Context: an optimization exercise on an open-source flow, tuned for small area, a short achievable clock period and few clock cycles per item. The choices shown serve that exercise and are no tape-out recipe. The RTL was checked by simulation tests, not by an equivalence proof against the original design.

==> flow/design.v, too long to show whole: its modules and the start of the top module <==
// module M1: 429 lines
module M1 (
  input logic Clock,
  input logic Resetn,
  input logic Start,
  output logic Stop,
  output logic[17:0]   SRAM_address,
  output logic[15:0]   SRAM_write_data,
  output logic         SRAM_we_n,
  input logic[15:0]    SRAM_read_data
);
  // ...
==> flow/flow/run.sh <==
#!/bin/bash
# Standard synthesis and layout, with faster port buffers (buf_4) and the
# extra ORFS settings listed in flow/make.env (one NAME=value per line).
# Logs go to this folder.
set -uo pipefail
here=$(pwd)
args=()
while IFS= read -r line; do [ -n "$line" ] && args+=("$line"); done < flow/make.env
bash standard.sh synth > "$here/synth.log" 2>&1 || exit 1
bash standard.sh finish "BUFFER_PORTS_ARGS=-buffer_cell sky130_fd_sc_hd__buf_4" \
  "${args[@]}" > "$here/layout.log" 2>&1 || exit 1
==> flow/flow/make.env <==
CTS_CLUSTER_SIZE=32
CTS_CLUSTER_DIAMETER=120
==> flow/standard.sh <==
#!/bin/bash
# synth_recipe.tcl (not shown) runs the flow's synth.tcl, then flattens the netlist and writes it again
# the make line also repeats each setting of config.mk as NAME=value (left out here)
make -C /OpenROAD-flow-scripts/flow DESIGN_CONFIG=/design/flow/config.mk WORK_HOME=/design/flow/orfs CLKGATE_MAP_FILE= SYNTH_SCRIPT=/design/flow/synth_recipe.tcl "${@:-finish}"
==> flow/config.mk <==
export PLATFORM = sky130hd
export DESIGN_NAME = M1
export DESIGN_NICKNAME = M1
export VERILOG_FILES = /design/flow/design.v
export SDC_FILE = /design/flow/constraint.sdc
export NUM_CORES = 4
export LEC_CHECK = 0
export CAP_MARGIN = 20
export CORE_MARGIN = 2
export CORE_UTILIZATION = 40
export SLEW_MARGIN = 20
==> flow/constraint.sdc <==
create_clock -name core_clock -period 24.0 [get_ports {Clock}]
set_input_delay 4.8000 -clock core_clock [delete_from_list [all_inputs] [get_ports {Clock}]]
set_output_delay 4.8000 -clock core_clock [all_outputs]
set_load 0.01 [all_outputs]
==> impl_metrics.yaml, run 1 <==
outcome:
  status: "complete, no violations"
cts:
  clock_latency_ps: 530
  cts.sinks: 319
  cts_root_buf: "clkbuf_16"
  clk_path_buf_depth: 3
finish:
  num-fill-cells: 4903
  n_all_inverters: 359
  area_growth_pct: 7.55
  final-nonclk-buf-share: 0.0205
  clock_area_frac: 0.0192
  multiInputGateArea_um2: 10900
setup_path:
  slowest_stage: "dfrtp_1"
  r2r_setup_slack_ps: 18590
  path_class: "flop to primary output"
  crit_cells: 1
  r2r-start: "mb$_DFF_P_"
  cpPeakStageDelay_ps: 410
route:
  dr_wl_met2_um: 21000
  wl_met1_um: 19800
  vias_per_cell: 4.96
  vias: 12600
  routed_wirelength_um: 42900
global_route:
  use_met1: 0.227
  grt_max_degree: 93
  grt_pass1_vias: 13400
  gr-usage-all-layers: 0.167
job:
  maxCapViolations: 0
sta:
  setup_tns_ps: 0
  fmax_mhz: 170
  timing.final.crit_share: 0.245
  worst_slack_ps: 18110
  setup-violations-final: 0
placed_design:
  placedCellCount: 2524
yosys:
  synthFlopType: "edfxtp_1"
  synth.mux.area_fraction: 0.0185
  synthAdderAreaFrac: 0.309
  syn_area_um2: 20600
  synth_top_area_frac: 0.248
  synthXorXnorAreaFrac: 0.0230
die:
  core_area_um2: 51100
Testbench counts, summed over its fixed seeds: cycles 768,120, images 4.
==> inputs of run 2 (changes only) <==
==> flow/flow/make.env (replaced) <==
CTS_CLUSTER_SIZE=25
CTS_CLUSTER_DIAMETER=100
==> run 2 against run 1 <==
Via count decreased by 0.28%. Global-route usage shrank 0.050 points. Register-to-register slack barely moved. Maximum frequency about the same. Die area did not move. Design area is 0.44% higher. Largest cell class unchanged.
==> impl_metrics.yaml, run 2 <==
outcome:
  status: "complete, no violations"
sta:
  fin_crit_ps: 5880
  setup_tns_ps: 0
  fin_skew_ps: 22.0
  timing.final.crit_share: 0.245
  setup-violations-final: 0
  finalMaxSlewViolations: 0
  maxSlewHeadroom: 0.387
  finalHoldViolations: 0
  worst_slack_ps: 18120
  tightest_slew_ps: 916
  whs_ps: 419
  rsz0062_at_grt: "no"
  fmax_mhz: 170
job:
  maxCapViolations: 0
route:
  postRouteAntennaNets: 0
  vias_per_cell: 4.94
  drc: 0
  drtPass1Iterations: 5
  drt_iter0_markers: 740
  routed_wirelength_um: 42800
  vias: 12600
  wire_per_inst_um: 16.8
finish:
  num-fill-cells: 4891
  final_cells: 2554
  top_regs: "cw (128), SRAM_address (18), wa (18)"
  area_growth_pct: 8.02
  regMostFlops: "cw"
  layout_common_cells: "inv_1, fa_1, edfxtp_1"
  fin_area_um2: 22200
  drive_gt1_frac: 0.0768
  diodes: 0
  final_nets: 2251
  largest_reg_flops: 128
  final_common_cell: "inv_1"
yosys:
  avgSynthCellArea_um2: 11.2
  syn_inst: 1829
  syn_area_um2: 20600
  synth-seq-cells: 319
  syn_nets: 2217
  yosysTopAreaCell: "edfxtp_1"
  ys_top_cells_by_area: "edfxtp_1, fa_1, dfxtp_1, ha_1, inv_1"
  ys_seq_area_frac: 0.394
  synthFlopType: "edfxtp_1"
  synth_common_cells: "inv_1, fa_1, edfxtp_1"
  async_flop_share: 0.00940
  ys_types: 81
  yosys_warnings: 3
  synth_top_area_frac: 0.248
  synth_edf_count: 170
  synth_most_common_cell: "inv_1"
cts:
  clock_latency_ps: 530
  hold_buffers: 0
  htree_levels: 1
  cts_root_buf: "clkbuf_16"
  cts_setup_buffers: 0
  cts_tree: "done"
  cts_resized: 0
  cts_buffers: 17
  clk_path_buf_depth: 3
  cts.sinks: 319
  cts.clk_slew.worst_paths_ps: 100
die:
  rows: 83
  die_x_um: 231
  core_area_um2: 51100
  dieArea_um2: 53200
  ios: 55
  start_util: 0.402
  chipHeight_um: 231
placed_design:
  dpl_cell_area_um2: 21700
  gp_congestion: 0.870
  placedCellCount: 2524
  dpl.hpwl_um: 34100
  numPortBuffers: 54
  place_ws_ps: 18530
setup_path:
  worstPathArrival_ps: 1080
  cpPeakStageDelay_ps: 410
  end_kind: "primary output"
  r2r-start: "col[0]$_SDFFE_PN1P_"
  startpoint_type: "flop"
  slowest_stage: "dfrtp_1"
  cp_max_fo: 3
  r2r_cells: 19
  path_class: "flop to primary output"
  required_ps: 19200
  reg2reg_to: "ia[7]$_DFF_P_"
  path_cells: "buf_4"
  r2r_setup_slack_ps: 18590
  cpLargestDelayFamily: "flip-flops"
  path_buf_inv: 1
  startpoint: "Stop$_DFFE_PN0P_"
global_route:
  grt_max_degree: 93
  antenna_found_initial: 0
  grt_pass1_wl_um: 70500
  grt_pass1_vias: 13300
  gr-usage-all-layers: 0.166
  gr-total-overflow: 0
min_path:
  hp-start: "cw[11][7]$_DFFE_PP_"
  min_path_type: "flop to flop"
  whs_path_depth: 0
  hold_end: "cw[10][7]$_DFFE_PP_"
## run 2: worst reg2reg max path, cell delays in order (launching register included)
cell	delay [ps]
dfxtp_1	350
inv_1	80
ha_1	140
nor4b_2	180
nand2_1	340
or3_1	680
mux2_4	410
mux2_2	270
ha_1	220
fa_1	360
inv_1	80
fa_1	150
inv_1	50
fa_1	370
fa_1	390
fa_1	410
fa_1	370
inv_1	80
fa_1	400
inv_1	60
## run 2: kinds of logic after synthesis
kind of cell               synth area share
AOI/OAI and AO/OA                    0.0913
adders and majority gates             0.309
DFF                                   0.394
and+or+nand+nor                      0.0890
muxes                                0.0185
buffers and inverters                0.0749
xor gates and xnor gates             0.0230
## run 2: worst max path at each step
stage	to	slack (ps)	depth (start not counted)
2_1_floorplan	cw[13][0]$_DFFE_PP_	18710	1
5_1_grt	Stop	18070	1
3_5_place_dp	ey[4]$_DFF_P_	18530	3
4_1_cts	Stop	18100	1
3_3_place_gp	ey[3]$_DFF_P_	18570	3
6_report	Stop	18120	1
## run 2: metal layers
metal	up-vias	wire length [µm]	global-route usage
met5	-	0	0
met4	0	592	0.0282
met3	37	1470	0.0174
met2	175	21000	0.288
met1	6331	19800	0.229
li1	6070	-	-
## run 2: cell type report
| type | instances | area [µm²] | share of cell area |
|---|---|---|---|
| flip-flops and latches | 319 | 8110 | 0.365 |
| multi-input cells | 1106 | 10900 | 0.492 |
| clock buffers | 26 | 480 | 0.0216 |
| repair buffers | 60 | 454 | 0.0205 |
| inverters | 359 | 1350 | 0.0607 |
| clock inverters | 4 | 42.5 | 0.00192 |
| well taps | 680 | 851 | 0.0383 |
## run 2: per-stage QoR
step                      utilization
after floorplan                     -
after global placement          0.424
after detailed placement        0.424
after CTS                       0.434
after global routing            0.435
final                           0.435
==> inputs of run 3 (changes only) <==
==> flow/flow/make.env (replaced) <==
CTS_ARGS=-sink_clustering_enable -repair_clock_nets -sink_clustering_size 25 -sink_clustering_max_diameter 100 -branching_point_buffers_distance 2000 -distance_between_buffers 2000
==> run 3 against run 2 <==
Still clean. Synthesized cell count did not move. Worst hold slack did not move. Die area did not move. Wire length did not move. Count of clock-buffer cells in the layout did not move. First-iteration DRC count did not move. Critical path type unchanged.
==> impl_metrics.yaml, run 3 <==
yosys:
  synth_most_common_cell: "inv_1"
  synthFlopType: "edfxtp_1"
  async_flop_share: 0.00940
  synth-seq-cells: 319
  syn_area_um2: 20600
  avgSynthCellArea_um2: 11.2
  synth_top_area_frac: 0.248
  ys_seq_area_frac: 0.394
  ys_top_cells_by_area: "edfxtp_1, fa_1, dfxtp_1, ha_1, inv_1"
  yosysTopAreaCell: "edfxtp_1"
  synth_edf_count: 170
  syn_nets: 2217
  syn_inst: 1829
  yosys_warnings: 3
  synth_common_cells: "inv_1, fa_1, edfxtp_1"
  ys_types: 81
setup_path:
  path_buf_inv: 1
  cp_max_fo: 3
  r2r_setup_slack_ps: 18590
  r2r_cells: 19
  cpPeakStageDelay_ps: 410
  end_kind: "primary output"
  path_class: "flop to primary output"
  startpoint_type: "flop"
  path_cells: "buf_4"
  crit_cells: 1
  required_ps: 19200
  reg2reg_to: "ia[7]$_DFF_P_"
  slowest_stage: "dfrtp_1"
  cpLargestDelayFamily: "flip-flops"
  worstPathArrival_ps: 1080
  r2r-start: "col[0]$_SDFFE_PN1P_"
outcome:
  status: "complete, no violations"
sta:
  fmax_mhz: 170
  fin_skew_ps: 22.0
  fin_crit_ps: 5880
  setup_tns_ps: 0
  finalMaxSlewViolations: 0
  worst_slack_ps: 18120
  setup-violations-final: 0
  rsz0062_at_grt: "no"
  timing.final.crit_share: 0.245
  tightest_slew_ps: 916
  maxSlewHeadroom: 0.387
  finalHoldViolations: 0
finish:
  final_cells: 2554
  final_common_cell: "inv_1"
  drive_gt1_frac: 0.0768
  final_nets: 2251
  largest_reg_flops: 128
  area_growth_pct: 8.02
  diodes: 0
  fin_area_um2: 22200
  top_regs: "cw (128), SRAM_address (18), wa (18)"
  layout_common_cells: "inv_1, fa_1, edfxtp_1"
  regMostFlops: "cw"
route:
  vias_per_cell: 4.94
  drc: 0
  routed_wirelength_um: 42800
  drt_iter0_markers: 740
  vias: 12600
  postRouteAntennaNets: 0
  wire_per_inst_um: 16.8
  drtPass1Iterations: 5
min_path:
  hp-start: "cw[11][7]$_DFFE_PP_"
  whs_path_depth: 0
  min_path_type: "flop to flop"
  hold_end: "cw[10][7]$_DFFE_PP_"
cts:
  cts_tree: "done"
  cts_resized: 0
  cts_root_buf: "clkbuf_16"
  htree_levels: 1
  clk_path_buf_depth: 3
  cts_buffers: 17
  cts.clk_slew.worst_paths_ps: 100
  cts.sinks: 319
  cts_setup_buffers: 0
  hold_buffers: 0
  clock_latency_ps: 530
global_route:
  antenna_found_initial: 0
  gr-usage-all-layers: 0.166
  grt_pass1_wl_um: 70500
  grt_max_degree: 93
  gr-total-overflow: 0
  grt_pass1_vias: 13300
die:
  die_x_um: 231
  start_util: 0.402
  core_area_um2: 51100
  ios: 55
  rows: 83
  chipHeight_um: 231
  dieArea_um2: 53200
job:
  maxCapViolations: 0
placed_design:
  gp_congestion: 0.870
  numPortBuffers: 54
  dpl_cell_area_um2: 21700
  place_ws_ps: 18530
  dpl.hpwl_um: 34100
  placedCellCount: 2524
run 3: cell counts in the layout (fill, tap and decap cells not counted):
No cell type changed its count.
run 3: how the worst max path moves through the flow:
stage / start / endpoint / slack (ps)
3_5_place_dp: SRAM_read_data[12] / ey[4]$_DFF_P_ / 18530
2_1_floorplan: SRAM_read_data[8] / cw[13][0]$_DFFE_PP_ / 18710
4_1_cts: Stop$_DFFE_PN0P_ / Stop / 18100
3_3_place_gp: SRAM_read_data[11] / ey[3]$_DFF_P_ / 18570
5_1_grt: Stop$_DFFE_PN0P_ / Stop / 18070
6_report: Stop$_DFFE_PN0P_ / Stop / 18120
run 3: routing by layer:
layer / part of all wire / track usage / up-vias
met1: 0.46 / 0.229 / 6331
met2: 0.49 / 0.288 / 175
met5: 0 / 0 / -
met3: 0.034 / 0.0174 / 37
met4: 0.014 / 0.0282 / 0
li1: - / - / 6070
run 3: layout make-up:
class | count | area, µm²
fillers | 4891 | 28900
multi-input cells | 1106 | 10900
flip-flops and latches | 319 | 8110
inverters | 359 | 1350
well taps | 680 | 851
clock buffers | 26 | 480
repair buffers | 60 | 454
clock inverters | 4 | 42.5
run 3: cells by family (layout without fill, tap and decap cells):
family | Yosys count | after routing | share of synthesized area
AND/OR/NAND/NOR | 377 | 377 | 0.0890
flip-flops | 319 | 319 | 0.394
XOR/XNOR | 54 | 54 | 0.0230
adder cells (fa/ha/maj) | 369 | 369 | 0.309
multiplexers | 33 | 33 | 0.0185
AO/OA/AOI/OAI | 273 | 273 | 0.0913
buffers and inverters | 404 | 449 | 0.0749
run 3: metrics by stage:
stage               utilization  hold WS (ps)
floorplan                     -           400
global placement          0.424           401
detailed placement        0.424           405
CTS                       0.434           424
global route              0.435           433
finish                    0.435           419

[afterwards: timing with drivers on the ports]
In the flow no input, the clock included, has a driving cell. The finished layouts below were timed again as built, in two steps.
Step 1 sets driving cells, clkbuf_16 on the clock port and buf_2 on the other inputs (assumed; they add their load-dependent delay and slew).
Step 2 adds t to the input delays and takes it off the output delays; t is the mean of the earliest and latest rising clock arrival at the registers after step 1. Input paths then give back, and output paths get back, about the clock's delay inside the block.
Three values: ideal, step 1, step 2; two values: the first two.
run	t, ns	slack for setup (ns)	latest minus earliest clock arrival (ns)	slew at the worst register clock pin (ns)
run 1	0.569	18.114 / 18.062 / 18.544	0.033 / 0.033	0.12 / 0.12
run 2	0.574	18.117 / 18.067 / 18.513	0.023 / 0.023	0.10 / 0.10
run 3	0.574	18.117 / 18.067 / 18.513	0.023 / 0.023	0.10 / 0.10
After both steps every run listed still meets setup and hold.
